Background: an optimization exercise with open tools, aiming at small area. Do not read the settings as production practice. The RTL was checked by simulation tests, not by an equivalence proof against the original design. In runs 1, 2 and 5 to 8 the design's own scripts or RTL, not TritonCTS, make the clock network. No driver is modelled on the clock port, so clock power and skew are understated where the tree is cut down; a real chip needs a root buffer or a tree. Power figures rest on the tool's default switching activity, not on a simulated workload.

**flow/standard.sh**
```bash
#!/bin/bash
# synth_recipe.tcl (not shown) runs the flow's synth.tcl, then flattens the netlist and writes it again
# the make line also repeats each setting of config.mk as NAME=value (left out here)
make -C /OpenROAD-flow-scripts/flow DESIGN_CONFIG=/design/flow/config.mk WORK_HOME=/design/flow/orfs CLKGATE_MAP_FILE= SYNTH_SCRIPT=/design/flow/synth_recipe.tcl "${@:-finish}"
```
**flow/flow/abc_try_5.script**
```
strash
balance; rewrite; refactor; balance; rewrite; rewrite -z; balance; refactor -z; rewrite -z; balance
if -K 4 -a
mfs2
strash
dch -f
amap
```
**flow/flow/multi_abc.tcl**
```tcl
# Run ABC with each abc_try_*.script in flow/ on the same design and keep the
# mapping with the smallest cell area (replaces the single abc call in synth.tcl).
design -save pre_multi_abc
set best_area 1e30
set best_script ""
foreach s [lsort [glob $::env(MULTI_ABC_DIR)/abc_try_*.script]] {
  design -load pre_multi_abc
  abc {*}[lreplace $abc_args 1 1 $s]
  set st [tee -q -s result.string stat {*}$lib_args]
  if {[regexp {Chip area for module[^:]*:\s+([0-9.eE+]+)} $st -> area]} {
    puts "multi_abc: $s area $area"
    if {$area < $best_area} {
      set best_area $area; set best_script $s
      design -save best_multi_abc
    }
  }
}
design -load best_multi_abc
puts "multi_abc: using $best_script area $best_area"
```
**flow/constraint.sdc**
```tcl
create_clock -name core_clock -period 50.0 [get_ports {CLK}]
set_input_delay 10.0000 -clock core_clock [delete_from_list [all_inputs] [get_ports {CLK}]]
set_output_delay 10.0000 -clock core_clock [all_outputs]
set_load 0.01 [all_outputs]
```
**flow/flow/abc_try_8.script**
```
strash
&get -n
&deepsyn -T 30 -S 23
&put
dch -f
amap
```
**flow/flow/cts.conf**
```
CTS_K=3; CTS_CELL=sky130_fd_sc_hd__clkbuf_8
```
**flow/flow/abc_try_7.script**
```
strash
&get -n
&deepsyn -T 20 -S 11
&put
balance; rewrite; refactor; balance; rewrite; rewrite -z; balance; refactor -z; rewrite -z; balance
dch -f
amap -F 100 -A 100
```
**flow/design.v**
```verilog
module alarm_clock_pv (input CLK,SW5,SW4,SW3,SW2,SW1,SW0,KEY1,KEY0,
output logic [6:0] SEC_LSB,SEC_MSB,MIN_LSB,MIN_MSB,HR_LSB,HR_MSB,
output logic LED7,LED5,LED4,LED3,LED2,LED1,LED0);
function automatic [3:0] nx13(input [3:0] q);
  nx13 = {((q[2])), ((q[1])), ((q[0])), ~((q[3] & ~q[0]) | (~q[3] & q[0]) | (~q[2] & q[1] & ~q[0]))};
endfunction
function automatic last13(input [3:0] q);
  last13 = ((q[3] & ~q[2] & ~q[0]));
endfunction
function automatic [2:0] nx7(input [2:0] q);
  nx7 = {((q[1])), ((q[0])), ((~q[2] & ~q[0]) | (q[2] & q[0]))};
endfunction
function automatic last7(input [2:0] q);
  last7 = ((q[2] & ~q[1] & ~q[0]));
endfunction
function automatic [3:0] nxo(input [3:0] q);
  nxo = {((q[2])), ((q[1])), ((q[0])), ((~q[3] & q[2]) | (~q[3] & ~q[0]) | (~q[2] & q[1]))};
endfunction
function automatic is9(input [3:0] q);
  is9 = ((q[3] & ~q[2] & ~q[0]));
endfunction
function automatic is3(input [3:0] q);
  is3 = ((~q[3] & q[2] & ~q[1]));
endfunction
function automatic is0o(input [3:0] q);
  is0o = ((~q[3] & ~q[1] & ~q[0]));
endfunction
function automatic [2:0] nxj(input [2:0] q);
  nxj = {((q[1])), ((q[0])), ((~q[2]))};
endfunction
function automatic is5(input [2:0] q);
  is5 = ((q[2] & ~q[1]));
endfunction
function automatic is0j(input [2:0] q);
  is0j = ((~q[2] & ~q[0]));
endfunction
function automatic [1:0] nxh(input [1:0] q);
  nxh = {((~q[1] & q[0])), ((~q[1]))};
endfunction
function automatic is2(input [1:0] q);
  is2 = ((q[1]));
endfunction
function automatic is0h(input [1:0] q);
  is0h = ((~q[0]));
endfunction
function automatic [6:0] sego(input [3:0] q);
  sego = {((~q[3] & ~q[2] & ~q[1]) | (q[3] & q[1] & ~q[0])), ((~q[1] & q[0]) | (q[1] & ~q[0])), ((~q[3] & q[0]) | (q[3] & ~q[2]) | (q[2] & q[1] & ~q[0])), ((~q[2] & q[0]) | (q[2] & q[1] & ~q[0])), ((~q[3] & q[1] & ~q[0])), ((q[2] & q[1] & q[0])), ((~q[2] & q[0]))};
endfunction
function automatic [6:0] segj(input [2:0] q);
  segj = {((~q[2] & ~q[1])), ((q[0])), ((q[2]) | (~q[1] & q[0])), ((~q[1] & q[0]) | (q[1] & ~q[0])), ((~q[2] & q[1])), ((q[2] & ~q[1])), ((~q[1] & q[0]) | (q[1] & ~q[0]))};
endfunction
function automatic [6:0] segh(input [1:0] q);
  segh = {((~q[1])), ((q[0])), ((~q[1] & q[0])), ((~q[1] & q[0])), ((q[1])), (1'b0), ((~q[1] & q[0]))};
endfunction
function automatic [1:0] nx4(input [1:0] q);
  nx4 = {((q[0])), ((~q[1]))};
endfunction
function automatic last4(input [1:0] q);
  last4 = ((q[1] & ~q[0]));
endfunction
function automatic [3:0] nx15(input [3:0] q);
  nx15 = {((q[2])), ((q[1])), ((q[0])), ((~q[3] & ~q[0]) | (q[3] & q[0]))};
endfunction
function automatic last15(input [3:0] q);
  last15 = ((q[3] & ~q[2] & ~q[1] & ~q[0]));
endfunction
function automatic [4:0] nxhr(input [4:0] q);
  nxhr = {~((~q[4] & q[2]) | (~q[4] & ~q[3]) | (~q[4] & q[0]) | (q[3] & q[2] & ~q[1] & q[0])), ~((~q[2]) | (q[3] & ~q[1] & q[0])), ((q[1]) | (q[4] & q[3] & ~q[2])), ~((~q[0]) | (q[3] & q[2] & ~q[1])), ((~q[3] & q[2]) | (~q[3] & ~q[0]) | (~q[2] & q[1]))};
endfunction
function automatic is0hr(input [4:0] q);
  is0hr = ((~q[4] & ~q[3] & ~q[1] & ~q[0]));
endfunction
function automatic [6:0] seghro(input [3:0] q);
  seghro = {((~q[2] & ~q[1] & q[0]) | (~q[3] & ~q[1] & ~q[0]) | (q[3] & q[1] & ~q[0])), ((~q[1] & q[0]) | (q[1] & ~q[0])), ~((~q[3] & ~q[0]) | (q[2] & ~q[1] & ~q[0]) | (q[3] & q[2] & q[1] & q[0])), ((~q[2] & q[0]) | (q[3] & q[1] & ~q[0])), ((~q[3] & q[1] & ~q[0])), ((q[2] & q[1] & q[0])), ((~q[2] & q[0]))};
endfunction
function automatic [6:0] seghrt(input [4:0] q);
  seghrt = {~((~q[3] & q[2] & ~q[0]) | (q[3] & ~q[1] & q[0])), ((q[4])), ~((~q[4]) | (~q[3] & q[2] & ~q[0]) | (q[3] & ~q[1] & q[0])), ~((~q[4]) | (~q[3] & q[2] & ~q[0]) | (q[3] & ~q[1] & q[0])), ((~q[3] & q[2] & ~q[0]) | (q[3] & ~q[1] & q[0])), (1'b0), ~((~q[4]) | (~q[3] & q[2] & ~q[0]) | (q[3] & ~q[1] & q[0]))};
endfunction
logic p; logic [3:0] m13; logic [2:0] m7;
always_ff @(posedge CLK or posedge SW0)
  if (SW0) begin p <= 1'b0; m13 <= 4'd0; m7 <= 3'd0; end
  else begin p <= ~p; m13 <= nx13(m13); m7 <= nx7(m7); end
wire tick1 = ~p & last13(m13);
wire tick2 = ~p & last7(m7);
wire tick = (SW1 | SW2) ? tick2 : tick1;
wire minset_in = ~SW3 & ~KEY1;
wire hrset_in  = SW3 & ~KEY1;
logic [3:0] tso, tmo; logic [2:0] tst, tmt; logic [4:0] th;
wire t_minset = SW1 & minset_in;
wire t_hrset  = SW1 & hrset_in;
wire ts_step = tick & SW4;
wire ts_wrap = ts_step & is9(tso) & is5(tst);
wire tm_step = (t_minset ? tick : ts_wrap) & (SW4 | t_minset);
wire tm_wrap = tm_step & is9(tmo) & is5(tmt);
wire th_step = (t_hrset ? tick : tm_wrap) & (SW4 | t_hrset);
always_ff @(posedge CLK or posedge SW0)
  if (SW0) begin tso <= 4'd0; tst <= 3'd0; tmo <= 4'd0; tmt <= 3'd0; th <= 5'd0; end
  else begin
    if (ts_step) begin tso <= nxo(tso); if (is9(tso)) tst <= nxj(tst); end
    if (tm_step) begin tmo <= nxo(tmo); if (is9(tmo)) tmt <= nxj(tmt); end
    if (th_step) th <= nxhr(th);
  end
logic [1:0] as4; logic [3:0] as15;
logic [3:0] amo; logic [2:0] amt; logic [4:0] ah;
wire a_run = ~KEY1;
wire a_minset = SW2 & minset_in;
wire a_hrset  = SW2 & hrset_in;
wire as_step = tick & a_run;
wire as_wrap = as_step & last4(as4) & last15(as15);
wire am_step = (a_minset ? tick : as_wrap) & a_run;
wire am_wrap = am_step & is9(amo) & is5(amt);
wire ah_step = (a_hrset ? tick : am_wrap) & a_run;
always_ff @(posedge CLK or posedge SW0)
  if (SW0) begin as4 <= 2'd0; as15 <= 4'd0; amo <= 4'd0; amt <= 3'd0; ah <= 5'd0; end
  else if (~KEY0) begin as4 <= 2'd0; as15 <= 4'd0; amo <= 4'd0; amt <= 3'd0; ah <= 5'd0; end
  else begin
    if (as_step) begin as4 <= nx4(as4); as15 <= nx15(as15); end
    if (am_step) begin amo <= nxo(amo); if (is9(amo)) amt <= nxj(amt); end
    if (ah_step) ah <= nxhr(ah);
  end
wire alrm = SW4 & SW5 & KEY0 & (ah == th) & (amo == tmo) & (amt == tmt)
            & ~is0hr(th) & ~(is0o(tmo) & is0j(tmt));
logic f;
always_ff @(posedge CLK or posedge SW0)
  if (SW0) begin f <= 1'b0; LED7 <= 1'b0; end
  else if (tick2) begin
    if (alrm) f <= ~f;
    LED7 <= alrm & f;
  end
assign SEC_LSB = SW2 ? 7'b1000000 : sego(tso);
assign SEC_MSB = SW2 ? 7'b1000000 : segj(tst);
assign MIN_LSB = sego(SW2 ? amo : tmo);
assign MIN_MSB = segj(SW2 ? amt : tmt);
wire [4:0] dh = SW2 ? ah : th;
assign HR_LSB = seghro(dh[3:0]);
assign HR_MSB = seghrt(dh);
always_comb begin
  LED0 = 0; LED1 = 0; LED2 = 0; LED3 = 0; LED4 = 0; LED5 = 0;
  if (SW5) LED5 = 1;
  if (SW4) LED4 = 1;
  if (SW3) LED3 = 1;
  if (SW2) LED2 = 1;
  if (SW1) LED1 = 1;
  if (SW0) LED0 = 1;
end
endmodule
```
**flow/flow/abc_try_2.script**
```
strash
balance; rewrite; refactor; balance; rewrite; rewrite -z; balance; refactor -z; rewrite -z; balance
dch -f
amap -F 100 -A 100
```
**flow/flow/abc_try_4.script**
```
strash
&get -n
&deepsyn -T 20
&put
balance; rewrite; refactor; balance; rewrite; rewrite -z; balance; refactor -z; rewrite -z; balance
dch -f
amap -F 100 -A 100
```
**flow/flow/abc_try_3.script**
```
strash
&get -n
&deepsyn -T 20
&put
dch -f
amap
```
**flow/flow/cmpff.py**
```python
# Compare the flip-flops of two synthesized netlists: same instance names, same cell
# types up to drive strength. Exit 1 if they differ.
import re, sys
def ffs(path):
    src = open(path).read()
    out = {}
    for typ, name in re.findall(r'^\s*(sky130_fd_sc_hd__\w+)\s+(\\?\S+)\s*\(', src, re.M):
        base = re.sub(r'_\d+$', '', typ)
        if re.search(r'__(df|sdf|edf|dl|sedf)', typ):
            out[name] = base
    return out
a, b = ffs(sys.argv[1]), ffs(sys.argv[2])
if a != b or not a:
    print('flip-flops differ:', len(a), len(b), sorted(set(a.items()) ^ set(b.items()))[:10])
    sys.exit(1)
print('flip-flops match:', len(a))
```
**flow/config.mk**
```make
export PLATFORM = sky130hd
export DESIGN_NAME = alarm_clock_pv
export DESIGN_NICKNAME = alarm_clock_pv
export VERILOG_FILES = /design/flow/design.v
export SDC_FILE = /design/flow/constraint.sdc
export NUM_CORES = 4
export LEC_CHECK = 0
export CAP_MARGIN = 20
export CORE_MARGIN = 2
export CORE_UTILIZATION = 70
export PLACE_DENSITY = 0.8
export SLEW_MARGIN = 20
```
**flow/flow/abc_try_6.script**
```
strash
dc2
dc2
dc2
dch -f
amap -F 100 -A 100
```
**flow/flow/manual_cts.tcl**
```tcl
# Clock buffering in place of clock_tree_synthesis: the flip-flops are split
# into k groups of equal size by recursive bisection of their locations, and
# each group gets one clock buffer at its centroid, driven by the clock port.
proc mcts_split {pts k} {
  if {$k <= 1} { return [list $pts] }
  set xs {}; set ys {}
  foreach q $pts { lappend xs [lindex $q 1]; lappend ys [lindex $q 2] }
  set dx [expr {[tcl::mathfunc::max {*}$xs] - [tcl::mathfunc::min {*}$xs]}]
  set dy [expr {[tcl::mathfunc::max {*}$ys] - [tcl::mathfunc::min {*}$ys]}]
  set idx [expr {$dx >= $dy ? 1 : 2}]
  set s [lsort -real -index $idx $pts]
  set k1 [expr {$k / 2}]
  set n1 [expr {int(round([llength $s] * double($k1) / $k))}]
  return [concat [mcts_split [lrange $s 0 [expr {$n1 - 1}]] $k1] \
                 [mcts_split [lrange $s $n1 end] [expr {$k - $k1}]]]
}
proc manual_cts {clk k cell} {
  set pts {}
  foreach p [get_pins -of_objects [get_nets $clk]] {
    if {[get_property $p direction] != "input"} continue
    set b [[sta::sta_to_db_inst [get_cells -of_objects $p]] getBBox]
    lappend pts [list $p [expr {([$b xMin] + [$b xMax]) / 2000.0}] [expr {([$b yMin] + [$b yMax]) / 2000.0}]]
  }
  set j 0
  foreach grp [mcts_split $pts $k] {
    set lp {}; set sx 0; set sy 0
    foreach q $grp { lappend lp [lindex $q 0]; set sx [expr {$sx + [lindex $q 1]}]; set sy [expr {$sy + [lindex $q 2]}] }
    set n [llength $grp]
    set loc [list [expr {$sx / $n}] [expr {$sy / $n}]]
    puts "manual_cts: group $j, $n sinks, buffer at $loc"
    insert_buffer -buffer_cell $cell -load_pins $lp -location $loc -buffer_name clkbuf_m_$j -net_name clknet_m_$j
    incr j
  }
}
```
**flow/flow/abc_try_1.script**
```
strash
balance; rewrite; refactor; balance; rewrite; rewrite -z; balance; refactor -z; rewrite -z; balance
dch -f
amap
```
**flow/flow/run.sh**
```bash
#!/bin/bash
# Own layout flow: the standard flow, with an area-oriented synthesis
# (several ABC area scripts, the smallest result kept, no half-adder
# extraction), the smallest buffer on every port and a small hand-built
# clock tree. Each tool's output goes to a log file here.
set -uo pipefail
R=orfs/results/$FLOW_PLATFORM/alarm_clock_pv/base

bash standard.sh synth > log_1_standard_synth.log 2>&1 || exit 1
cp $R/1_2_yosys.v std_1_2_yosys.v

# 2. own synthesis: ORFS's yosys script with the ABC step replaced and no adder mapping
rm -rf myscripts; cp -r $FLOW_HOME/scripts myscripts
sed -i "s|^\(\s*\)log_cmd abc {\*}\$abc_args|\1source $PWD/flow/multi_abc.tcl|" myscripts/synth.tcl
grep -n multi_abc myscripts/synth.tcl > log_2_synth_patch.log
mkdir -p std_results; cp $R/1_* std_results/
rm -f $R/1_*
if MULTI_ABC_DIR=$PWD/flow bash standard.sh ADDER_MAP_FILE= SCRIPTS_DIR=$PWD/myscripts synth > log_2_own_synth.log 2>&1 \
   && python3 flow/cmpff.py std_1_2_yosys.v $R/1_2_yosys.v > log_2_cmpff.log 2>&1; then
  echo "own synthesis used" >> log_2_cmpff.log
else
  echo "own synthesis rejected, using the standard one" >> log_2_cmpff.log
  rm -f $R/1_*; cp std_results/1_* $R/
fi

# 3. layout; clock_tree_synthesis replaced by manual_cts
CTS_K=4; CTS_CELL=sky130_fd_sc_hd__clkbuf_8
[ -f flow/cts.conf ] && . flow/cts.conf
sed -i "s|^log_cmd clock_tree_synthesis.*|source $PWD/flow/manual_cts.tcl\nmanual_cts CLK $CTS_K $CTS_CELL\nset_propagated_clock [all_clocks]|" myscripts/cts.tcl
grep -n manual_cts myscripts/cts.tcl > log_3_cts_patch.log
bash standard.sh SCRIPTS_DIR=$PWD/myscripts MATCH_CELL_FOOTPRINT=0 \
  BUFFER_PORTS_ARGS="-buffer_cell sky130_fd_sc_hd__buf_1" \
  finish > log_3_layout.log 2>&1
```
==> flow_summary_export.csv, run 1 <==
group,metric,value,unit
outcome,outcome,"no timing/DRC/antenna violations",
worst_setup_path,timing.critical_path.required,40000,ps
worst_setup_path,ff2ff_setup_slack,44930,ps
final_layout,layout-drive-gt1-share,1.47,%
worst_setup_path,critical_path.top_delay_family,"buffers and inverters",
timing,report.final.hold_viol_count,0,
worst_setup_path,startpoint_type,"primary input",
yosys,multiplexer_share_of_the_synthesized_area,0,%
worst_setup_path,critical_path.n_buffers_inverters,5,
timing,finalClockSkew,4.10,ps
worst_setup_path,crit_fanout,23,
timing,setup-tns-final,0,ps
job,max-cap-violations,0,
timing,slew_headroom,30.9,%
yosys,syn_inst,291,
die,die_w,63.5,microns
grt,gr-usage-met2,49.3,%
yosys,post_synth_most_frequent_cells,"60 x clkinv_1, 52 x o22ai_1, 47 x dfrtp_1, 23 x nor2_1, 16 x o21ai_0",
timing,drv_slew,0,
yosys,synth_top_family_by_area,"compound AO/OA/AOI/OAI gates",
timing,report.final.setup_viol,0,
worst_setup_path,ff2ff_path_depth,16,
route,first_pass_iters,5,
route,drt_drc_violations_left,0,
yosys,synth_xor_xnor_area_share,0,%
clock_tree,worst_setup_hold_path_clk_slew,90,ps
grt,grt_use_met3,1.43,%
yosys,mean_cell_area_of_the_mapped_netlist,8.51,sq um
die,start_util,73.6,%
yosys,synth_cell_type_count,32,
yosys,synth.yosys.seq_area_share,47.5,%
clock_tree,postCtsSetupRepairBufs,0,
final_layout,antenna_cells_inserted,0,
worst_setup_path,critPathLaunch,"SW2",
route,avgRoutedWirePerCell,14.6,microns
worst_hold_path,hold_end,"m13[2]",
grt,grt-ovfl-total,0,
pwr,power_per_cell_area,30.9,nW/um^2
timing,worst_slew_pin_slew,1030,ps
placement,gp_routability_congestion,0.917,
worst_setup_path,crit_path_cell_trace,"buf_1 > buf_4 > clkinv_1 > o22ai_1 > clkinv_1 > o32ai_1 > nor2b_1 > buf_1",
die,num_rows,21,
clock_tree,holdBufCountCts,0,
yosys,area_contributors_post_synth,"dfrtp_1 47%, o22ai_1 13%, clkinv_1 9.1%, nor2_1 3.5%, buf_4 3.3%",
yosys,synthAdderAreaFrac,0,%
placement,hpwl,4240,microns
grt,global_route.usage.total,29.2,%
timing,final_period_minus_worst_setup_slack,22230,ps
timing,grt_setup_unrepaired,"no",
worst_hold_path,min-delay-start,"m13[1]",
pwr,power.leakage,0.000991,uW
yosys,synth-compound-area-share,27.8,%
pwr,post-layout-total-power,83.9,uW
grt,grt_pass1_wl,9690,microns
grt,gr-max-usage-layer,"met2",
final_layout,final_net_count,352,
yosys,synth.cell_area,2480,sq um
die,fp.dieH,63.5,microns
die,count_of_pins_on_the_block_boundary,58,
route,drt_wl_total,5640,microns
die,die_area,4030,sq um
yosys,synth_area_leader_cell,"dfrtp_1",
final_layout,nFillCells,252,
grt,first_global_vias,2153,
grt,initial_antenna_violation_count,0,
worst_setup_path,worstSetupEndpointType,"output port",
timing,fmaxAchievable,45.0,MHz
pwr,highest_ir_drop_seen_on_vdd,0.0190,mV
grt,use_met1,43.9,%
worst_setup_path,data_arrival_time_of_the_worst_path,12230,ps
worst_setup_path,timing.rr.end,"th[4]",
yosys,synth.yosys.warnings,1,
route,drtIter0Drc,258,
final_layout,syn_to_final_growth,9.75,%
yosys,synth_simple_gate_area_share,12.1,%
clock_tree,post_cts.resized_instances,0,
die,core_area,3360,sq um
yosys,synth.most_common_cell,"clkinv_1",
clock_tree,clock_network_latency_to_the_later_pin_of_the_worst_skew_pair,150,ps
yosys,synth_enable_flop_cells,0,
worst_setup_path,timing.critical_path.slowest_stage_cell,"o32ai_1",
grt,grt_max_degree,48,
yosys,synth_flop_cell,"dfrtp_1",
worst_setup_path,critical_path_class,"in2out",
yosys,synth-async-reset-ratio,100,%
route,avgViaCountPerCell,6.17,
route,via_count,2388,
worst_hold_path,hold_path_class,"reg2reg",
timing,finalCritPeriodShare,44.5,%
worst_setup_path,critical-path-max-stage-delay,500,ps
worst_setup_path,worst_r2r_startpoint,"m7[2]",
yosys,synth_seq_cells,47,
worst_hold_path,worst_hold_path.num_cells,0,
route,postRouteAntennaNets,0,
yosys,yosysTopAreaCellShare,47.5,%
placement,portBuffers,56,
## routing by layer
metal	part of all wire [%]	vias up
met4	1.0	0
met5	0	-
met2	48	103
li1	-	1154
met1	44	1119
met3	7.4	12
## metrics by stage
stage                     hold slack [ps]  setup WS, ps  instances  cell area, sq um  utilization, %
after global routing                  412         27520        387              2720            80.8
final                                 389         27770        387              2720            80.8
after floorplan                       354         28290        291              2480               -
after global placement                368         27980        384              2680            79.6
after CTS                             393         27800        387              2720            80.8
after detailed placement              363         27810        384              2680            79.6
## area by class of cell, clock buffers not listed
cell class	count	area (sq um)	share of cell area [%]
Timing Repair Buffer	58	225	8.29
Multi-Input combinational cell	173	992	36.5
Inverter	60	225	8.29
Tap cell	46	57.6	2.12
Sequential cell	47	1180	43.3
## registers in the layout, indices dropped and copies added, names as in the netlist
register / flops
th: 5
p: 1
as15: 4
LED7: 1
f: 1
ah: 5
tmo: 4
m13: 4
amo: 4
as4: 2
amt: 3
tmt: 3
m7: 3
tso: 4
tst: 3
## logic make-up (layout without fill, tap and decap cells)
| family | after synthesis | after routing |
|---|---|---|
| flip-flops | 47 | 47 |
| buffers and inverters | 71 | 121 |
| other | 1 | 1 |
| AO/OA/AOI/OAI | 107 | 107 |
| AND/OR/NAND/NOR | 65 | 65 |
## worst max-delay path by stage
stage,endpoint,depth (start not counted)
after floorplan,HR_MSB[3],6
after global routing,HR_MSB[6],8
after global placement,HR_MSB[3],8
after CTS,HR_MSB[3],8
final,HR_MSB[3],8
after detailed placement,HR_MSB[3],8
## power breakdown
group	internal (uW)	total (uW)	switching (uW)	leakage, uW
registers	41.1	44.4	3.36	0.000568
logic	8.07	24.4	16.4	0.000401
clock network	5.56	15.0	9.48	0.0000216
total	54.7	83.9	29.2	0.000991
## cell usage in the layout (no fill, tap or decap), types with 2 or more instances in the layout
cell	count
buf_4	2
o32ai_1	4
nor4_1	5
nor2b_1	3
a31oi_1	3
o31ai_1	2
nand2_1	15
nand3_1	5
o21ai_0	16
o221ai_1	2
o22ai_1	52
buf_1	56
nor2_1	23
nand4_1	2
a21oi_1	11
nor3_1	7
o22a_1	2
clkinv_1	60
dfrtp_1	47
a211oi_1	2
a41oi_1	2
clkbuf_8	3
or4_1	3
a22oi_1	4
==> run 2: changes to the inputs <==
--- a/flow/flow/run.sh
+++ b/flow/flow/run.sh
@@ -30,3 +30,3 @@
 grep -n manual_cts myscripts/cts.tcl > log_3_cts_patch.log
-bash standard.sh SCRIPTS_DIR=$PWD/myscripts MATCH_CELL_FOOTPRINT=0 \
+bash standard.sh SCRIPTS_DIR=$PWD/myscripts REMOVE_ABC_BUFFERS=1 \
   BUFFER_PORTS_ARGS="-buffer_cell sky130_fd_sc_hd__buf_1" \
--- a/flow/config.mk
+++ b/flow/config.mk
@@ -10,2 +10,3 @@
 export CORE_UTILIZATION = 70
+export GPL_TIMING_DRIVEN = 0
 export PLACE_DENSITY = 0.8
==> run 2 against run 1 <==
  * Global-route usage increased by 0.48 points
  * Die area unchanged
  * Hold slack better by 11 ps
  * Synthesized cell count stayed put
  * Design area increased by 0.23%
  * First-iteration DRC count down 26%
  * Sequential power is essentially flat
  * Final cell count down 0.26%
  * Critical endpoint is now HR_MSB[4]
  * Largest cell class unchanged
==> flow_summary_export.csv, run 2 <==
group,metric,value,unit
outcome,outcome,"no timing/DRC/antenna violations",
route,via_count,2375,
worst_setup_path,timing.rr.end,"th[4]",
final_layout,layout-drive-gt1-share,1.47,%
pwr,power.leakage,0.000993,uW
worst_setup_path,worstSetupEndpointType,"output port",
worst_setup_path,timing.critical_path.required,40000,ps
yosys,mean_cell_area_of_the_mapped_netlist,8.51,sq um
pwr,highest_ir_drop_seen_on_vdd,0.0248,mV
timing,finalCritPeriodShare,46.1,%
route,postRouteAntennaNets,0,
timing,grt_setup_unrepaired,"no",
timing,report.final.hold_viol_count,0,
timing,setup-tns-final,0,ps
placement,hpwl,4110,microns
worst_setup_path,ff2ff_setup_slack,44890,ps
final_layout,syn_to_final_growth,10.0,%
placement,portBuffers,56,
yosys,synth_seq_cells,47,
yosys,synth.yosys.warnings,1,
placement,gp_routability_congestion,0.894,
job,max-cap-violations,0,
die,die_w,63.5,microns
worst_setup_path,timing.critical_path.slowest_stage_cell,"clkinv_1",
worst_setup_path,critical_path_class,"in2out",
die,die_area,4030,sq um
clock_tree,postCtsSetupRepairBufs,0,
worst_setup_path,crit_path_cell_trace,"buf_1 > clkinv_1 > o22ai_1 > clkinv_1 > o32ai_1 > nor2b_1 > buf_1",
final_layout,most-common-layout-cells,"59 x clkinv_1, 56 x buf_1, 52 x o22ai_1",
route,drtIter0Drc,191,
route,avgViaCountPerCell,6.15,
final_layout,final_common_cell,"clkinv_1",
pwr,design_internal_power,54.8,uW
final_layout,final_net_count,351,
final_layout,nFillCells,258,
die,count_of_pins_on_the_block_boundary,58,
die,num_rows,21,
clock_tree,post_cts.resized_instances,0,
clock_tree,clock_network_latency_to_the_later_pin_of_the_worst_skew_pair,150,ps
pwr,p_sw_share,34.6,%
yosys,synth.most_common_cell,"clkinv_1",
pwr,power_per_cell_area,30.8,nW/um^2
die,fp.dieH,63.5,microns
timing,final_period_minus_worst_setup_slack,23070,ps
timing,slew_headroom,27.4,%
timing,report.final.setup_viol,0,
route,first_pass_iters,4,
yosys,yosysTopAreaCellShare,47.5,%
pwr,clockPowerShare,17.7,%
timing,fmaxAchievable,43.3,MHz
grt,grt_max_degree,28,
clock_tree,holdBufCountCts,0,
yosys,synth_area_leader_cell,"dfrtp_1",
yosys,synth.yosys.seq_area_share,47.5,%
pwr,comb_power_share,29.2,%
yosys,synth_flop_cell,"dfrtp_1",
final_layout,registers_with_the_most_flip_flops,"ah (5), th (5)",
grt,first_global_vias,2160,
timing,drv_slew,0,
timing,finalClockSkew,6.19,ps
final_layout,cell_area_after_layout,2720,sq um
yosys,synth_cell_type_count,32,
grt,global_route.usage.total,29.7,%
yosys,area_contributors_post_synth,"dfrtp_1 47%, o22ai_1 13%, clkinv_1 9.1%, nor2_1 3.5%, buf_4 3.3%",
grt,grt_pass1_wl,9740,microns
worst_setup_path,critical_path.n_buffers_inverters,4,
route,drt_wl_total,5650,microns
yosys,post_synth_most_frequent_cells,"60 x clkinv_1, 52 x o22ai_1, 47 x dfrtp_1, 23 x nor2_1, 16 x o21ai_0",
grt,grt-ovfl-total,0,
worst_setup_path,data_arrival_time_of_the_worst_path,13070,ps
die,start_util,73.6,%
yosys,synth.cell_area,2480,sq um
die,core_area,3360,sq um
worst_setup_path,worst_r2r_startpoint,"m7[2]",
placement,placed_cell_area,2680,sq um
yosys,syn_inst,291,
worst_hold_path,hold_end,"m13[3]",
route,drt_drc_violations_left,0,
final_layout,antenna_cells_inserted,0,
worst_hold_path,worst_hold_path.num_cells,0,
pwr,power.switching,29.0,uW
worst_hold_path,hold_path_class,"reg2reg",
clock_tree,worst_setup_hold_path_clk_slew,90,ps
yosys,synth_enable_flop_cells,0,
timing,worst_slew_pin_slew,1090,ps
route,avgRoutedWirePerCell,14.6,microns
worst_setup_path,startpoint_type,"primary input",
grt,initial_antenna_violation_count,0,
worst_setup_path,critical-path-max-stage-delay,830,ps
worst_setup_path,ff2ff_path_depth,16,
worst_setup_path,crit_fanout,23,
yosys,synth-async-reset-ratio,100,%
worst_setup_path,critical_path.top_delay_family,"buffers and inverters",
pwr,sequential_power_share,53.1,%
worst_hold_path,min-delay-start,"m13[2]",
run 2: per-layer routing:
metal	global-route usage, %	up-vias	part of all wire, %
met4	9.24	0	1.8
met2	47.4	112	45
met3	1.79	12	7.6
met1	44.3	1099	46
met5	0	-	0
li1	-	1152	-
run 2: cells by family after synthesis:
logic type	count (synthesis)	synth area share [%]
buffers and inverters	71	12.4
AND/OR/NAND/NOR	65	12.1
flip-flops	47	47.5
other	1	0.151
AO/OA/AOI/OAI	107	27.8
run 2: how the worst max path moves through the flow:
stage,start,cells past startpoint,to
after floorplan,SW2,5,HR_MSB[0]
after global placement,SW2,7,HR_MSB[3]
after detailed placement,SW2,7,HR_MSB[4]
after CTS,SW2,7,HR_MSB[4]
after global routing,SW2,7,HR_MSB[3]
final,SW2,7,HR_MSB[4]
run 2: final cells by class, clock buffers not listed:
class,count,area [sq um],share of cell area [%]
Timing Repair Buffer,57,230,8.45
Inverter,60,226,8.31
Tap cell,46,57.6,2.11
Sequential cell,47,1180,43.2
Multi-Input combinational cell,173,992,36.4
run 2: stage by stage:
stage          worst slack (ps)  hold WS, ps  util, %  power (uW)  std cells
5_1_grt                   26610          408     81.0        88.9        386
4_1_cts                   26980          397     81.0        83.7        386
3_3_place_gp              27110          357     79.1        68.2        382
6_report                  26930          401     81.0        83.8        386
3_5_place_dp              27040          373     79.8        69.1        383
2_1_floorplan             28400          354        -        60.9        280
run 2: power by group through the flow:
stage | clock network (uW) | registers (uW) | logic, uW
after floorplan | 0 | 44.2 | 16.7
after global placement | 0 | 45.0 | 23.3
after detailed placement | 0 | 45.0 | 24.1
after CTS | 15.0 | 44.3 | 24.3
after global routing | 16.3 | 45.0 | 27.6
final | 14.8 | 44.5 | 24.5
==> run 3: changes to the inputs <==
--- a/flow/flow/run.sh
+++ b/flow/flow/run.sh
@@ -30,3 +30,3 @@
 grep -n manual_cts myscripts/cts.tcl > log_3_cts_patch.log
-bash standard.sh SCRIPTS_DIR=$PWD/myscripts REMOVE_ABC_BUFFERS=1 \
+bash standard.sh SCRIPTS_DIR=$PWD/myscripts \
   BUFFER_PORTS_ARGS="-buffer_cell sky130_fd_sc_hd__buf_1" \
--- a/flow/config.mk
+++ b/flow/config.mk
@@ -9,5 +9,4 @@
 export CORE_MARGIN = 2
-export CORE_UTILIZATION = 70
-export GPL_TIMING_DRIVEN = 0
-export PLACE_DENSITY = 0.8
+export CORE_UTILIZATION = 85
+export PLACE_DENSITY = 0.92
 export SLEW_MARGIN = 20
==> run 3 against run 2 <==
  * The flow now stops in 3_1_place_gp_skip_io
  * Synthesized cell count is the same
  * Synthesized area did not move
==> flow_summary_export.csv, run 3 <==
group,metric,value,unit
outcome,outcome,"aborted with a tool error",
die,start_util,89.8,%
yosys,synth_cell_type_count,32,
yosys,synth_flop_cell,"dfrtp_1",
yosys,synth_area_leader_cell,"dfrtp_1",
yosys,synth.yosys.warnings,1,
yosys,synth-async-reset-ratio,100,%
yosys,synth_seq_cells,47,
yosys,synth.yosys.seq_area_share,47.5,%
yosys,synth_enable_flop_cells,0,
outcome,error_message,"[ERROR GPL-0301] Utilization 102.136 % exceeds 100%.",
die,fp.dieH,58.0,microns
yosys,syn_inst,291,
yosys,synth.most_common_cell,"clkinv_1",
die,num_rows,19,
yosys,area_contributors_post_synth,"dfrtp_1 47%, o22ai_1 13%, clkinv_1 9.1%, nor2_1 3.5%, buf_4 3.3%",
yosys,yosysTopAreaCellShare,47.5,%
outcome,last_step_reached,"3_1_place_gp_skip_io",
yosys,mean_cell_area_of_the_mapped_netlist,8.51,sq um
yosys,synth.cell_area,2480,sq um
yosys,post_synth_most_frequent_cells,"60 x clkinv_1, 52 x o22ai_1, 47 x dfrtp_1, 23 x nor2_1, 16 x o21ai_0",
die,die_w,58.0,microns
## run 3: cell counts after synthesis
Identical to the previous run, type by type.
## run 3: cells by family after synthesis
logic type,after synthesis,synth area share [%]
simple gates,65,12.1
buf+inv,71,12.4
compound gates,107,27.8
flops,47,47.5
other cells,1,0.151
==> run 4: changes to the inputs <==
==> flow/flow/cts.conf (replaced) <==
CTS_K=2; CTS_CELL=sky130_fd_sc_hd__clkbuf_8
==> run 4 against run 3 <==
  * The flow again stops in 3_1_place_gp_skip_io
  * Synthesized area is the same
  * Synthesized cell count is the same
==> flow_summary_export.csv, run 4 <==
group,metric,value,unit
outcome,outcome,"aborted with a tool error",
outcome,last_step_reached,"3_1_place_gp_skip_io",
outcome,error_message,"[ERROR GPL-0301] Utilization 102.136 % exceeds 100%.",
yosys,synth.yosys.seq_area_share,47.5,%
die,num_rows,19,
yosys,synthAdderAreaFrac,0,%
yosys,synth.most_common_cell,"clkinv_1",
yosys,synth_enable_flop_cells,0,
yosys,multiplexer_share_of_the_synthesized_area,0,%
yosys,synth_cell_type_count,32,
yosys,mean_cell_area_of_the_mapped_netlist,8.51,sq um
yosys,synth.yosys.warnings,1,
yosys,synth_seq_cells,47,
die,die_w,58.0,microns
die,fp.dieH,58.0,microns
yosys,synth.cell_area,2480,sq um
yosys,yosysTopAreaCellShare,47.5,%
yosys,synth_simple_gate_area_share,12.1,%
yosys,syn_inst,291,
yosys,synth_top_family_by_area,"compound AO/OA/AOI/OAI gates",
yosys,post_synth_most_frequent_cells,"60 x clkinv_1, 52 x o22ai_1, 47 x dfrtp_1, 23 x nor2_1, 16 x o21ai_0",
yosys,synth-compound-area-share,27.8,%
die,start_util,89.8,%
yosys,synth_area_leader_cell,"dfrtp_1",
yosys,synth_flop_cell,"dfrtp_1",
yosys,synth_xor_xnor_area_share,0,%
yosys,area_contributors_post_synth,"dfrtp_1 47%, o22ai_1 13%, clkinv_1 9.1%, nor2_1 3.5%, buf_4 3.3%",
yosys,synth-async-reset-ratio,100,%
-- run 4: logic make-up after synthesis --
family,Yosys count
AO/OA/AOI/OAI,107
AND/OR/NAND/NOR,65
other,1
flip-flops,47
buffers and inverters,71
==> run 5: changes to the inputs <==
==> flow/flow/cts.conf (replaced) <==
CTS_K=4; CTS_CELL=sky130_fd_sc_hd__buf_4
--- a/flow/config.mk
+++ b/flow/config.mk
@@ -9,4 +9,4 @@
 export CORE_MARGIN = 2
-export CORE_UTILIZATION = 85
-export PLACE_DENSITY = 0.92
+export CORE_UTILIZATION = 70
+export PLACE_DENSITY = 0.8
 export SLEW_MARGIN = 20
==> run 5 against run 4 <==
  * Now clean on timing, DRC and antenna
  * Synthesized cell count did not move
  * Synthesized area did not move
==> flow_summary_export.csv, run 5 <==
group,metric,value,unit
placement,gp_routability_congestion,0.917,
worst_setup_path,crit_path_cell_trace,"buf_1 > buf_4 > clkinv_1 > o22ai_1 > clkinv_1 > o32ai_1 > nor2b_1 > buf_1",
clock_tree,clock_network_latency_to_the_later_pin_of_the_worst_skew_pair,140,ps
pwr,highest_ir_drop_seen_on_vdd,0.0278,mV
grt,global_route.usage.total,29.4,%
placement,hpwl,4240,microns
yosys,multiplexer_share_of_the_synthesized_area,0,%
worst_setup_path,critical_path_class,"in2out",
route,first_pass_iters,4,
timing,report.final.hold_viol_count,0,
final_layout,final_common_cell,"clkinv_1",
outcome,outcome,"no timing/DRC/antenna violations",
timing,finalCritPeriodShare,44.5,%
final_layout,layout-drive-gt1-share,1.75,%
worst_hold_path,hold_end,"m13[2]",
yosys,synth_enable_flop_cells,0,
yosys,synth_simple_gate_area_share,12.1,%
clock_tree,holdBufCountCts,0,
grt,grt_pass1_wl,9670,microns
yosys,yosysTopAreaCellShare,47.5,%
pwr,power_per_cell_area,30.4,nW/um^2
timing,setup-tns-final,0,ps
worst_setup_path,worst_r2r_startpoint,"m7[2]",
yosys,synth_top_family_by_area,"compound AO/OA/AOI/OAI gates",
yosys,synth.yosys.warnings,1,
worst_hold_path,min-delay-start,"m13[1]",
worst_hold_path,hold_path_class,"reg2reg",
worst_setup_path,ff2ff_setup_slack,44870,ps
die,die_area,4030,sq um
timing,fmaxAchievable,45.0,MHz
grt,grt-ovfl-total,0,
yosys,synth-compound-area-share,27.8,%
final_layout,antenna_cells_inserted,0,
worst_setup_path,worstSetupEndpointType,"output port",
timing,slew_headroom,32.2,%
placement,portBuffers,56,
grt,first_global_vias,2160,
timing,setup_ws,27760,ps
yosys,syn_inst,291,
yosys,synth_area_leader_cell,"dfrtp_1",
worst_setup_path,timing.critical_path.slowest_stage_cell,"o32ai_1",
route,avgViaCountPerCell,6.12,
worst_setup_path,data_arrival_time_of_the_worst_path,12240,ps
placement,place_worst_setup_slack,27810,ps
timing,finalClockSkew,5.03,ps
die,start_util,73.6,%
worst_setup_path,timing.critical_path.required,40000,ps
timing,drv_slew,0,
clock_tree,post_cts.resized_instances,0,
clock_tree,postCtsSetupRepairBufs,0,
die,count_of_pins_on_the_block_boundary,58,
final_layout,nFillCells,254,
die,fp.dieH,63.5,microns
yosys,area_contributors_post_synth,"dfrtp_1 47%, o22ai_1 13%, clkinv_1 9.1%, nor2_1 3.5%, buf_4 3.3%",
timing,grt_setup_unrepaired,"no",
final_layout,final_net_count,353,
yosys,synth.yosys.seq_area_share,47.5,%
route,via_count,2376,
timing,report.final.setup_viol,0,
route,drt_wl_total,5700,microns
yosys,synth_flop_cell,"dfrtp_1",
die,num_rows,21,
grt,initial_antenna_violation_count,0,
pwr,power.leakage,0.000988,uW
yosys,post_synth_most_frequent_cells,"60 x clkinv_1, 52 x o22ai_1, 47 x dfrtp_1, 23 x nor2_1, 16 x o21ai_0",
worst_setup_path,startpoint_type,"primary input",
route,avgRoutedWirePerCell,14.7,microns
timing,worst_slew_pin_slew,1010,ps
die,die_w,63.5,microns
yosys,synth_cell_type_count,32,
final_layout,syn_to_final_growth,9.30,%
clock_tree,worst_setup_hold_path_clk_slew,100,ps
final_layout,registers_with_the_most_flip_flops,"ah (5), th (5)",
yosys,synth.most_common_cell,"clkinv_1",
die,core_area,3360,sq um
yosys,synth.cell_area,2480,sq um
route,drt_drc_violations_left,0,
worst_setup_path,timing.rr.end,"th[4]",
yosys,synth-async-reset-ratio,100,%
worst_setup_path,critical-path-max-stage-delay,510,ps
route,drtIter0Drc,292,
worst_setup_path,ff2ff_path_depth,16,
yosys,synthAdderAreaFrac,0,%
route,postRouteAntennaNets,0,
grt,grt_max_degree,48,
job,max-cap-violations,0,
worst_hold_path,worst_hold_path.num_cells,0,
yosys,synth_xor_xnor_area_share,0,%
yosys,synth_seq_cells,47,
yosys,mean_cell_area_of_the_mapped_netlist,8.51,sq um
final_layout,most-common-layout-cells,"60 x clkinv_1, 56 x buf_1, 52 x o22ai_1",
worst_setup_path,crit_fanout,23,
timing,final_period_minus_worst_setup_slack,22240,ps
## run 5: where the power goes
part	switching, uW	total [uW]	internal, uW	leakage [uW]
clock network	9.12	13.3	4.22	0.0000192
registers	3.35	44.4	41.1	0.000568
logic	16.5	24.5	8.06	0.000401
## run 5: worst max path at each step
stage / from / endpoint / slack [ps]
final: SW2 / HR_MSB[3] / 27760
after global routing: SW2 / HR_MSB[6] / 27520
after CTS: SW2 / HR_MSB[3] / 27800
after detailed placement: SW2 / HR_MSB[3] / 27810
after global placement: SW2 / HR_MSB[3] / 27980
after floorplan: SW2 / HR_MSB[3] / 28290
## run 5: kinds of logic (layout without fill, tap and decap cells)
kind of cell / after synthesis / after routing
AOI/OAI and AO/OA: 107 / 107
buffers and inverters: 71 / 122
DFF: 47 / 47
other: 1 / 1
and+or+nand+nor: 65 / 65
## run 5: final cells by class, clock buffers not listed
| type | count | area [sq um] | share of cell area, % |
|---|---|---|---|
| sequential | 47 | 1180 | 43.5 |
| multi-input combinational | 173 | 992 | 36.7 |
| timing repair buffer | 58 | 225 | 8.32 |
| inverter | 60 | 225 | 8.32 |
| tap | 46 | 57.6 | 2.13 |
## run 5: per-layer routing
metal  part of all wire [%]  up-vias  GRT usage (%)
met5                      0        -              0
met4                    1.1        0           4.08
met3                    7.6        6           2.32
met2                     48      106           49.3
met1                     43     1110           43.1
li1                       -     1154              -
## run 5: through the flow
| stage | util [%] | hold slack [ps] | power [uW] | area (sq um) | instances |
|---|---|---|---|---|---|
| final | 80.5 | 391 | 82.3 | 2710 | 388 |
| after global placement | 79.6 | 368 | 68.8 | 2680 | 384 |
| after floorplan | - | 354 | 62.2 | 2480 | 291 |
| after detailed placement | 79.6 | 363 | 69.2 | 2680 | 384 |
| after global routing | 80.5 | 411 | 87.3 | 2710 | 388 |
| after CTS | 80.5 | 395 | 82.2 | 2710 | 388 |
## run 5: worst max-delay path: cells and delay by family
kind / cells / cell delay (ps)
and+or+nand+nor: 1 / 130
AOI/OAI and AO/OA: 2 / 930
buffers and inverters: 5 / 1160
==> run 6: changes to the inputs <==
==> flow/flow/cts.conf (replaced) <==
CTS_K=3; CTS_CELL=sky130_fd_sc_hd__buf_6
==> run 6 against run 5 <==
  * Critical path type unchanged
  * Clock skew rose by 3.9 ps
  * Sequential power hardly changed
  * Total power rose by 1.2%
  * Global-route usage decreased by 0.14 points
  * Hold slack worse by 1.3 ps
  * Flip-flop and latch count unchanged
  * Fmax up 0.11%
  * Critical endpoint unchanged
  * Wire length down 1.1%
  * Core utilization grew 0.11 points
  * Highest routed layer unchanged
  * Die area is the same
  * Setup slack improved by 24 ps
  * Sequential share of layout area decreased by 0.060 points
==> flow_summary_export.csv, run 6 <==
group,metric,value,unit
outcome,outcome,"no timing/DRC/antenna violations",
timing,finalCritPeriodShare,44.4,%
die,num_rows,21,
yosys,synth_seq_cells,47,
worst_setup_path,crit_fanout,23,
route,first_pass_iters,5,
worst_setup_path,cp.depth,8,
die,die_w,63.5,microns
yosys,synth_area_leader_cell,"dfrtp_1",
worst_setup_path,timing.critical_path.slowest_stage_cell,"o32ai_1",
worst_setup_path,worst_r2r_startpoint,"m7[2]",
final_layout,most-common-layout-cells,"60 x clkinv_1, 56 x buf_1, 52 x o22ai_1",
worst_setup_path,startpoint_type,"primary input",
route,drt_wl_total,5630,microns
final_layout,syn_to_final_growth,9.45,%
final_layout,layout-drive-gt1-share,1.47,%
timing,report.final.hold_viol_count,0,
yosys,synth_enable_flop_cells,0,
final_layout,antenna_cells_inserted,0,
worst_hold_path,hold_path_class,"reg2reg",
die,count_of_pins_on_the_block_boundary,58,
timing,slew_headroom,29.2,%
grt,initial_antenna_violation_count,0,
placement,place_worst_setup_slack,27810,ps
die,core_area,3360,sq um
yosys,area_contributors_post_synth,"dfrtp_1 47%, o22ai_1 13%, clkinv_1 9.1%, nor2_1 3.5%, buf_4 3.3%",
route,via_count,2379,
route,postRouteAntennaNets,0,
placement,portBuffers,56,
timing,final_period_minus_worst_setup_slack,22210,ps
grt,grt_max_degree,48,
yosys,post_synth_most_frequent_cells,"60 x clkinv_1, 52 x o22ai_1, 47 x dfrtp_1, 23 x nor2_1, 16 x o21ai_0",
timing,worst_slew_pin_slew,1060,ps
worst_setup_path,ff2ff_path_depth,16,
timing,grt_setup_unrepaired,"no",
yosys,synth_flop_cell,"dfrtp_1",
pwr,highest_ir_drop_seen_on_vdd,0.0189,mV
clock_tree,worst_setup_hold_path_clk_slew,100,ps
yosys,syn_inst,291,
grt,grt_pass1_wl,9690,microns
timing,drv_slew,0,
yosys,synth-async-reset-ratio,100,%
grt,global_route.usage.total,29.2,%
worst_setup_path,ff2ff_setup_slack,44880,ps
worst_setup_path,worstSetupEndpointType,"output port",
yosys,synth.yosys.warnings,1,
timing,fmaxAchievable,45.0,MHz
timing,setup-tns-final,0,ps
route,drtIter0Drc,291,
yosys,synth.cell_area,2480,sq um
pwr,power.leakage,0.000987,uW
final_layout,registers_with_the_most_flip_flops,"ah (5), th (5)",
worst_setup_path,crit_path_cell_trace,"buf_1 > buf_4 > clkinv_1 > o22ai_1 > clkinv_1 > o32ai_1 > nor2b_1 > buf_1",
die,die_area,4030,sq um
die,start_util,73.6,%
final_layout,final_common_cell,"clkinv_1",
yosys,yosysTopAreaCellShare,47.5,%
pwr,power_per_cell_area,30.7,nW/um^2
route,avgViaCountPerCell,6.15,
worst_setup_path,critical_path_class,"in2out",
yosys,mean_cell_area_of_the_mapped_netlist,8.51,sq um
clock_tree,holdBufCountCts,0,
worst_setup_path,endpoint_of_the_worst_setup_timing_path,"HR_MSB[3]",
timing,finalClockSkew,8.88,ps
worst_setup_path,critical-path-max-stage-delay,500,ps
route,avgRoutedWirePerCell,14.6,microns
worst_setup_path,timing.rr.end,"th[4]",
yosys,synth.yosys.seq_area_share,47.5,%
die,fp.dieH,63.5,microns
yosys,synth.most_common_cell,"clkinv_1",
timing,report.final.setup_viol,0,
clock_tree,clock_network_latency_to_the_later_pin_of_the_worst_skew_pair,140,ps
worst_setup_path,critical_path.top_delay_family,"buffers and inverters",
clock_tree,post_cts.resized_instances,0,
route,drt_drc_violations_left,0,
placement,gp_routability_congestion,0.917,
timing,setup_ws,27790,ps
worst_setup_path,data_arrival_time_of_the_worst_path,12210,ps
worst_setup_path,critPathLaunch,"SW2",
worst_setup_path,timing.critical_path.required,40000,ps
clock_tree,postCtsSetupRepairBufs,0,
placement,hpwl,4240,microns
grt,first_global_vias,2153,
worst_setup_path,critical_path.n_buffers_inverters,5,
yosys,synth_cell_type_count,32,
grt,grt-ovfl-total,0,
final_layout,final_net_count,352,
job,max-cap-violations,0,
[run 6: through the flow]
step	total power (uW)	util, %	instance area [sq um]	std cells	hold slack, ps
final	83.3	80.6	2710	387	390
after global routing	88.1	80.6	2710	387	414
after CTS	83.0	80.6	2710	387	395
after detailed placement	69.2	79.6	2680	384	363
after global placement	68.8	79.6	2680	384	368
after floorplan	62.2	-	2480	291	354
[run 6: cell families after synthesis]
kind of cell           Yosys count  synth area share (%)
other                            1                 0.151
buffers and inverters           71                  12.4
and+or+nand+nor                 65                  12.1
AOI/OAI and AO/OA              107                  27.8
DFF                             47                  47.5
[run 6: worst min-delay path by stage]
stage,startpoint,endpoint,slack [ps],depth (start not counted)
after global placement,m13[2],m13[3],370,0
final,m13[1],m13[2],390,0
after detailed placement,m13[1],m13[2],360,0
after CTS,m13[1],m13[2],400,0
after global routing,m13[1],m13[2],410,0
after floorplan,m13[1],m13[2],350,0
[run 6: routing by layer]
metal	GRT usage, %	vias up	share of wire, %	routed length (microns)
met5	0	-	0	0
met4	2.99	0	0.82	46
met3	1.43	7	7.8	439
met2	49.3	108	47	2660
met1	43.8	1108	44	2490
li1	-	1156	-	-
[run 6: power breakdown]
group	switching (uW)	internal, uW	total [uW]
sequential	3.35	41.1	44.4
clock	9.56	4.85	14.4
combinational	16.4	8.07	24.5
total	29.3	54.0	83.3
[run 6: cell type report, clock buffers not listed]
cell class | count | area (sq um)
Tap cell | 46 | 57.6
Sequential cell | 47 | 1180
Fill cell | 253 | 653
Inverter | 60 | 225
Multi-Input combinational cell | 173 | 992
Timing Repair Buffer | 58 | 225
==> run 7: changes to the inputs <==
==> flow/flow/cts.conf (replaced) <==
CTS_K=3; CTS_CELL=sky130_fd_sc_hd__clkbuf_8
==> run 7 against run 6 <==
  * Flip-flop and latch count stayed put
  * Fmax hardly changed
  * Die area stayed put
  * Final cell count stayed put
  * Via count is 0.38% higher
  * Clock skew is 4.8 ps lower
  * Critical path type unchanged
  * Combinational power hardly changed
  * Clock power is 4% higher
  * Critical endpoint unchanged
  * Total power is 0.73% higher
  * Hold slack hardly changed
  * First-iteration DRC count is 11% lower
==> flow_summary_export.csv, run 7 <==
group,metric,value,unit
final_layout,antenna_cells_inserted,0,
final_layout,finalCoreUtilization,80.8,%
route,postRouteAntennaNets,0,
route,via_count,2388,
worst_hold_path,hold_end,"m13[2]",
yosys,synth_enable_flop_cells,0,
yosys,synth.yosys.seq_area_share,47.5,%
timing,report.final.hold_viol_count,0,
timing,finalCritPeriodShare,44.5,%
timing,worst_slew_pin_slew,1030,ps
yosys,synth.cell_area,2480,sq um
worst_setup_path,ff2ff_setup_slack,44930,ps
yosys,synth-async-reset-ratio,100,%
clock_tree,holdBufCountCts,0,
placement,hpwl,4240,microns
final_layout,syn_to_final_growth,9.75,%
worst_setup_path,crit_fanout,23,
clock_tree,post_cts.resized_instances,0,
worst_setup_path,ff2ff_path_depth,16,
route,drtIter0Drc,258,
final_layout,final_common_cell,"clkinv_1",
final_layout,layout-drive-gt1-share,1.47,%
yosys,synth_area_leader_cell,"dfrtp_1",
die,die_area,4030,sq um
clock_tree,clock_network_latency_to_the_later_pin_of_the_worst_skew_pair,150,ps
yosys,area_contributors_post_synth,"dfrtp_1 47%, o22ai_1 13%, clkinv_1 9.1%, nor2_1 3.5%, buf_4 3.3%",
final_layout,stdcell_count,387,
timing,fmaxAchievable,45.0,MHz
grt,grt-ovfl-total,0,
worst_hold_path,hold_path_class,"reg2reg",
grt,gr-usage-met2,49.3,%
worst_hold_path,worst_hold_path.num_cells,0,
placement,gp_routability_congestion,0.917,
grt,gr-max-usage-layer,"met2",
placement,placed_cell_area,2680,sq um
worst_setup_path,data_arrival_time_of_the_worst_path,12230,ps
grt,initial_antenna_violation_count,0,
die,start_util,73.6,%
die,fp.dieH,63.5,microns
pwr,power.leakage,0.000991,uW
outcome,outcome,"no timing/DRC/antenna violations",
route,avgViaCountPerCell,6.17,
yosys,synth_cell_type_count,32,
timing,report.final.setup_viol,0,
timing,grt_setup_unrepaired,"no",
grt,grt_use_met3,1.43,%
timing,slew_headroom,30.9,%
worst_setup_path,timing.critical_path.required,40000,ps
yosys,mean_cell_area_of_the_mapped_netlist,8.51,sq um
worst_setup_path,critical_path_class,"in2out",
worst_hold_path,min-delay-start,"m13[1]",
worst_setup_path,startpoint_type,"primary input",
final_layout,most-common-layout-cells,"60 x clkinv_1, 56 x buf_1, 52 x o22ai_1",
yosys,synth_flop_cell,"dfrtp_1",
pwr,highest_ir_drop_seen_on_vdd,0.0190,mV
worst_setup_path,timing.rr.end,"th[4]",
pwr,power_per_cell_area,30.9,nW/um^2
pwr,power.switching,29.2,uW
die,count_of_pins_on_the_block_boundary,58,
clock_tree,worst_setup_hold_path_clk_slew,90,ps
yosys,syn_inst,291,
grt,grt_pass1_wl,9690,microns
placement,place_worst_setup_slack,27810,ps
grt,grt_max_degree,48,
yosys,yosysTopAreaCellShare,47.5,%
final_layout,final_net_count,352,
worst_setup_path,worstSetupEndpointType,"output port",
timing,setup_ws,27770,ps
die,die_w,63.5,microns
worst_setup_path,worst_r2r_startpoint,"m7[2]",
die,num_rows,21,
timing,final_period_minus_worst_setup_slack,22230,ps
pwr,comb_power_share,29.1,%
pwr,sequential_power_share,53.0,%
route,drt_wl_total,5640,microns
route,avgRoutedWirePerCell,14.6,microns
timing,finalClockSkew,4.10,ps
timing,drv_slew,0,
grt,first_global_vias,2153,
pwr,design_internal_power,54.7,uW
job,max-cap-violations,0,
placement,portBuffers,56,
yosys,synth_seq_cells,47,
pwr,clockPowerShare,17.9,%
final_layout,cell_area_after_layout,2720,sq um
placement,placedCellCount,384,
pwr,p_sw_share,34.8,%
yosys,synth.most_common_cell,"clkinv_1",
clock_tree,postCtsSetupRepairBufs,0,
die,core_area,3360,sq um
route,first_pass_iters,5,
timing,setup-tns-final,0,ps
final_layout,registers_with_the_most_flip_flops,"ah (5), th (5)",
grt,global_route.usage.total,29.2,%
yosys,post_synth_most_frequent_cells,"60 x clkinv_1, 52 x o22ai_1, 47 x dfrtp_1, 23 x nor2_1, 16 x o21ai_0",
grt,use_met1,43.9,%
yosys,synth.yosys.warnings,1,
route,drt_drc_violations_left,0,
## run 7: cell counts after synthesis
Identical to the previous run, type by type.
## run 7: worst max path at each step
stage / to / cells past startpoint / startpoint / slack (ps)
floorplan: HR_MSB[3] / 6 / SW2 / 28290
global route: HR_MSB[6] / 8 / SW2 / 27520
global placement: HR_MSB[3] / 8 / SW2 / 27980
detailed placement: HR_MSB[3] / 8 / SW2 / 27810
CTS: HR_MSB[3] / 8 / SW2 / 27800
finish: HR_MSB[3] / 8 / SW2 / 27770
## run 7: power groups by stage
stage | combinational [uW] | clock [uW] | sequential (uW)
after floorplan | 18.0 | 0 | 44.2
after global placement | 23.7 | 0 | 45.0
after detailed placement | 24.2 | 0 | 45.0
after CTS | 24.3 | 15.1 | 44.3
after global routing | 27.6 | 16.4 | 44.9
final | 24.4 | 15.0 | 44.4
## run 7: stage by stage
step	total power [uW]	hold WS (ps)
6_report	83.9	389
5_1_grt	88.8	412
4_1_cts	83.7	393
3_5_place_dp	69.2	363
3_3_place_gp	68.8	368
2_1_floorplan	62.2	354
## run 7: cell families after synthesis
family                 synth area share [%]
AOI/OAI and AO/OA                      27.8
buffers and inverters                  12.4
and+or+nand+nor                        12.1
DFF                                    47.5
other                                 0.151
## run 7: worst max-delay path, cell delays in order
cell      delay [ps]
buf_1             60
buf_4            250
clkinv_1         470
o22ai_1          430
clkinv_1         230
o32ai_1          500
nor2b_1          130
buf_1            150
## run 7: area by class of cell, clock buffers not listed
cell class	count	area [sq um]
fill	252	646
tap	46	57.6
timing repair buffer	58	225
sequential	47	1180
inverter	60	225
multi-input combinational	173	992
## run 7: metal layers
metal  up-vias  part of all wire (%)
met2       103                    48
met3        12                   7.4
met4         0                   1.0
met1      1119                    44
met5         -                     0
li1       1154                     -
==> run 8: changes to the inputs <==
--- a/flow/flow/run.sh
+++ b/flow/flow/run.sh
@@ -25,3 +25,4 @@
 
-# 3. layout; clock_tree_synthesis replaced by manual_cts
+# 3. layout; clock_tree_synthesis replaced by manual_cts, high-fanout drivers
+#    upsized after port buffering
 CTS_K=4; CTS_CELL=sky130_fd_sc_hd__clkbuf_8
@@ -30,2 +31,4 @@
 grep -n manual_cts myscripts/cts.tcl > log_3_cts_patch.log
+sed -i "s|^\(\s*\)buffer_ports {\*}\[env_var_or_empty BUFFER_PORTS_ARGS\]|&\n\1source $PWD/flow/upsize.tcl|" myscripts/global_place.tcl
+grep -n -A1 'buffer_ports {' myscripts/global_place.tcl >> log_3_cts_patch.log
 bash standard.sh SCRIPTS_DIR=$PWD/myscripts \
==> flow/flow/cts.conf (replaced) <==
CTS_K=4; CTS_CELL=sky130_fd_sc_hd__buf_4
==> flow/flow/upsize.tcl (new file) <==
# Give the drivers of high-fanout nets (the reset inverter, busy input
# buffers) a stronger cell of the same or nearly the same area, so that
# placement does not add buffers to repair their load capacitance.
proc upsize_high_fanout {min_fanout} {
  set swap {
    sky130_fd_sc_hd__clkinv_1 sky130_fd_sc_hd__inv_2
    sky130_fd_sc_hd__inv_1    sky130_fd_sc_hd__inv_2
    sky130_fd_sc_hd__buf_1    sky130_fd_sc_hd__buf_2
    sky130_fd_sc_hd__clkbuf_1 sky130_fd_sc_hd__buf_2
  }
  foreach inst [get_cells *] {
    set m [get_property $inst ref_name]
    if {![dict exists $swap $m]} continue
    foreach pin [get_pins -of_objects $inst -filter "direction==output"] {
      set net [get_nets -of_objects $pin]
      if {$net == ""} continue
      set fo [llength [get_pins -of_objects $net -filter "direction==input"]]
      if {$fo >= $min_fanout} {
        puts "upsize_high_fanout: [get_property $inst full_name] $m -> [dict get $swap $m] (fanout $fo)"
        replace_cell $inst [dict get $swap $m]
      }
    }
  }
}
upsize_high_fanout 12
--- a/flow/config.mk
+++ b/flow/config.mk
@@ -9,4 +9,4 @@
 export CORE_MARGIN = 2
-export CORE_UTILIZATION = 70
-export PLACE_DENSITY = 0.8
+export CORE_UTILIZATION = 78
+export PLACE_DENSITY = 0.9
 export SLEW_MARGIN = 20
==> run 8 against run 7 <==
  * Design area decreased by 1.0%
  * Core utilization rose by 8.0 points
  * Global-route usage rose by 6.3 points
  * Via count is 3.6% higher
  * Register-to-register slack got worse by 380 ps
  * Combinational power about the same
  * Highest routed layer unchanged
==> flow_summary_export.csv, run 8 <==
group,metric,value,unit
yosys,synth_enable_flop_cells,0,
route,avgRoutedWirePerCell,16.2,microns
worst_setup_path,startpoint_type,"primary input",
pwr,power.leakage,0.000987,uW
worst_setup_path,timing.critical_path.required,40000,ps
timing,report.final.setup_viol,0,
yosys,post_synth_most_frequent_cells,"60 x clkinv_1, 52 x o22ai_1, 47 x dfrtp_1, 23 x nor2_1, 16 x o21ai_0",
worst_setup_path,critical_path_class,"in2out",
final_layout,syn_to_final_growth,8.64,%
yosys,synth_cell_type_count,32,
pwr,sequential_power_share,53.6,%
placement,gp_routability_congestion,0.875,
timing,finalCritPeriodShare,43.7,%
yosys,synth-async-reset-ratio,100,%
grt,grt_max_degree,48,
outcome,outcome,"no timing/DRC/antenna violations",
pwr,clockPowerShare,16.8,%
yosys,synth.yosys.seq_area_share,47.5,%
yosys,yosysTopAreaCellShare,47.5,%
pwr,power.switching,29.6,uW
route,first_pass_iters,5,
route,postRouteAntennaNets,0,
pwr,highest_ir_drop_seen_on_vdd,0.0224,mV
timing,drv_slew,0,
route,drtIter0Drc,297,
pwr,comb_power_share,29.6,%
clock_tree,postCtsSetupRepairBufs,0,
final_layout,antenna_cells_inserted,0,
placement,portBuffers,56,
pwr,design_internal_power,53.3,uW
die,core_area,3030,sq um
yosys,mean_cell_area_of_the_mapped_netlist,8.51,sq um
worst_setup_path,crit_path_cell_trace,"buf_2 > inv_2 > o22ai_1 > clkinv_1 > o32ai_1 > nor2b_1 > buf_1",
final_layout,registers_with_the_most_flip_flops,"ah (5), th (5)",
timing,slew_headroom,31.7,%
final_layout,most-common-layout-cells,"58 x clkinv_1, 55 x buf_1, 52 x o22ai_1",
yosys,synth_seq_cells,47,
grt,global_route.usage.total,35.5,%
job,max-cap-violations,0,
timing,report.final.hold_viol_count,0,
route,avgViaCountPerCell,6.44,
yosys,syn_inst,291,
final_layout,final_common_cell,"clkinv_1",
die,fp.dieH,60.3,microns
timing,worst_slew_pin_slew,1020,ps
clock_tree,worst_setup_hold_path_clk_slew,100,ps
die,die_area,3640,sq um
yosys,synth.yosys.warnings,1,
pwr,post-layout-total-power,82.9,uW
route,drt_drc_violations_left,0,
clock_tree,clock_network_latency_to_the_later_pin_of_the_worst_skew_pair,150,ps
worst_setup_path,ff2ff_setup_slack,44550,ps
worst_setup_path,crit_fanout,23,
yosys,area_contributors_post_synth,"dfrtp_1 47%, o22ai_1 13%, clkinv_1 9.1%, nor2_1 3.5%, buf_4 3.3%",
final_layout,final_net_count,351,
die,count_of_pins_on_the_block_boundary,58,
timing,final_period_minus_worst_setup_slack,21850,ps
timing,setup_ws,28150,ps
clock_tree,post_cts.resized_instances,0,
worst_setup_path,critical-path-max-stage-delay,430,ps
worst_setup_path,timing.critical_path.slowest_stage_cell,"o32ai_1",
route,drt_wl_total,6210,microns
placement,place_worst_setup_slack,28190,ps
pwr,p_sw_share,35.7,%
grt,first_global_vias,2236,
placement,hpwl,4600,microns
die,start_util,81.8,%
timing,finalClockSkew,10.8,ps
clock_tree,holdBufCountCts,0,
timing,fmaxAchievable,45.8,MHz
grt,grt_pass1_wl,9850,microns
grt,grt-ovfl-total,0,
die,num_rows,20,
worst_setup_path,data_arrival_time_of_the_worst_path,11850,ps
pwr,power_per_cell_area,30.8,nW/um^2
timing,setup-tns-final,0,ps
die,die_w,60.3,microns
yosys,synth.most_common_cell,"clkinv_1",
worst_hold_path,hold_path_class,"reg2reg",
grt,initial_antenna_violation_count,0,
route,via_count,2474,
worst_setup_path,worstSetupEndpointType,"output port",
yosys,synth.cell_area,2480,sq um
timing,grt_setup_unrepaired,"no",
final_layout,layout-drive-gt1-share,2.06,%
yosys,synth_area_leader_cell,"dfrtp_1",
yosys,synth_flop_cell,"dfrtp_1",
final_layout,nFillCells,176,
run 8: cell counts after synthesis:
Identical to the previous run, type by type.
run 8: cell families after synthesis:
logic type | after synthesis | synth area share, %
flops | 47 | 47.5
other cells | 1 | 0.151
compound gates | 107 | 27.8
buf+inv | 71 | 12.4
simple gates | 65 | 12.1
run 8: worst max-delay path, delay by kind of cell:
family / cells / cell delay (ps)
and+or+nand+nor: 1 / 120
buffers and inverters: 4 / 990
AOI/OAI and AO/OA: 2 / 730
run 8: cell type report, clock buffers not listed:
| type | instances | area [sq um] | area share, % |
|---|---|---|---|
| Tap cell | 44 | 55.1 | 2.05 |
| Sequential cell | 47 | 1180 | 43.7 |
| Inverter | 60 | 225 | 8.37 |
| Timing Repair Buffer | 56 | 211 | 7.86 |
| Multi-Input combinational cell | 173 | 992 | 36.9 |
run 8: power groups by stage:
stage               logic (uW)  clock network, uW  registers [uW]
CTS                       24.2               13.4            44.2
global placement          23.4                  0            44.9
detailed placement        24.1                  0            45.0
global route              27.6               14.8            44.8
floorplan                 18.0                  0            44.2
finish                    24.6               13.9            44.4
run 8: final timing paths:
check | startpoint | endpoint | cells after the start
min in group asynchronous | SW0 | f | 2
min | m13[1] | m13[2] | 0
min reg2reg | m13[1] | m13[2] | 0
max in group asynchronous | SW0 | amt[0] | 2
max reg2reg | m7[2] | th[4] | 16
max | SW2 | HR_MSB[3] | 7
run 8: stage by stage:
step                instance area [sq um]  std cells  utilization, %  hold WS (ps)
floorplan                            2480        291               -           354
global placement                     2660        380            87.9           358
detailed placement                   2660        380            87.9           377
CTS                                  2690        384            88.8           400
global route                         2690        384            88.8           419
finish                               2690        384            88.8           404
run 8: routing by layer:
layer / share of wire [%] / GRT usage [%]
met4: 2.0 / 11.4
met2: 50 / 59.9
met1: 39 / 48.8
met3: 8.7 / 3.84
met5: 0 / 0

-- separate check: timing with driven ports --
Ports are ideal in the flow. The routed layouts listed here were re-timed in OpenROAD.
Step 1: set_driving_cell puts a clkbuf_16 on CLK and a buf_2 on each other input, an assumption about the parent block.
Step 2 adds t to the input delays and takes it off the output delays; t is the mean of the earliest and latest rising clock arrival at the registers after step 1. Input paths then give back, and output paths get back, about the clock's delay inside the block.
Slacks: ideal / step 1 / step 2; pairs: ideal / step 1.
run | t, ns | setup slack, ns | worst register clock-pin slew, ns | worst data-port slew with drivers (ns)
run 1 | 0.201 | 27.768 / 27.746 / 27.746 | 0.10 / 0.10 | 0.03
run 2 | 0.197 | 26.928 / 26.898 / 26.898 | 0.10 / 0.10 | 0.03
run 5 | 0.194 | 27.764 / 27.742 / 27.742 | 0.11 / 0.11 | 0.03
run 6 | 0.182 | 27.788 / 27.766 / 27.766 | 0.11 / 0.11 | 0.03
run 7 | 0.201 | 27.768 / 27.746 / 27.746 | 0.10 / 0.10 | 0.03
run 8 | 0.196 | 28.148 / 28.115 / 28.115 | 0.12 / 0.12 | 0.03
After both steps setup and hold are still met in every run listed. The setup slack of run 8, which loses most, moves by -0.033 ns with the drivers and by -0.033 ns with both steps.
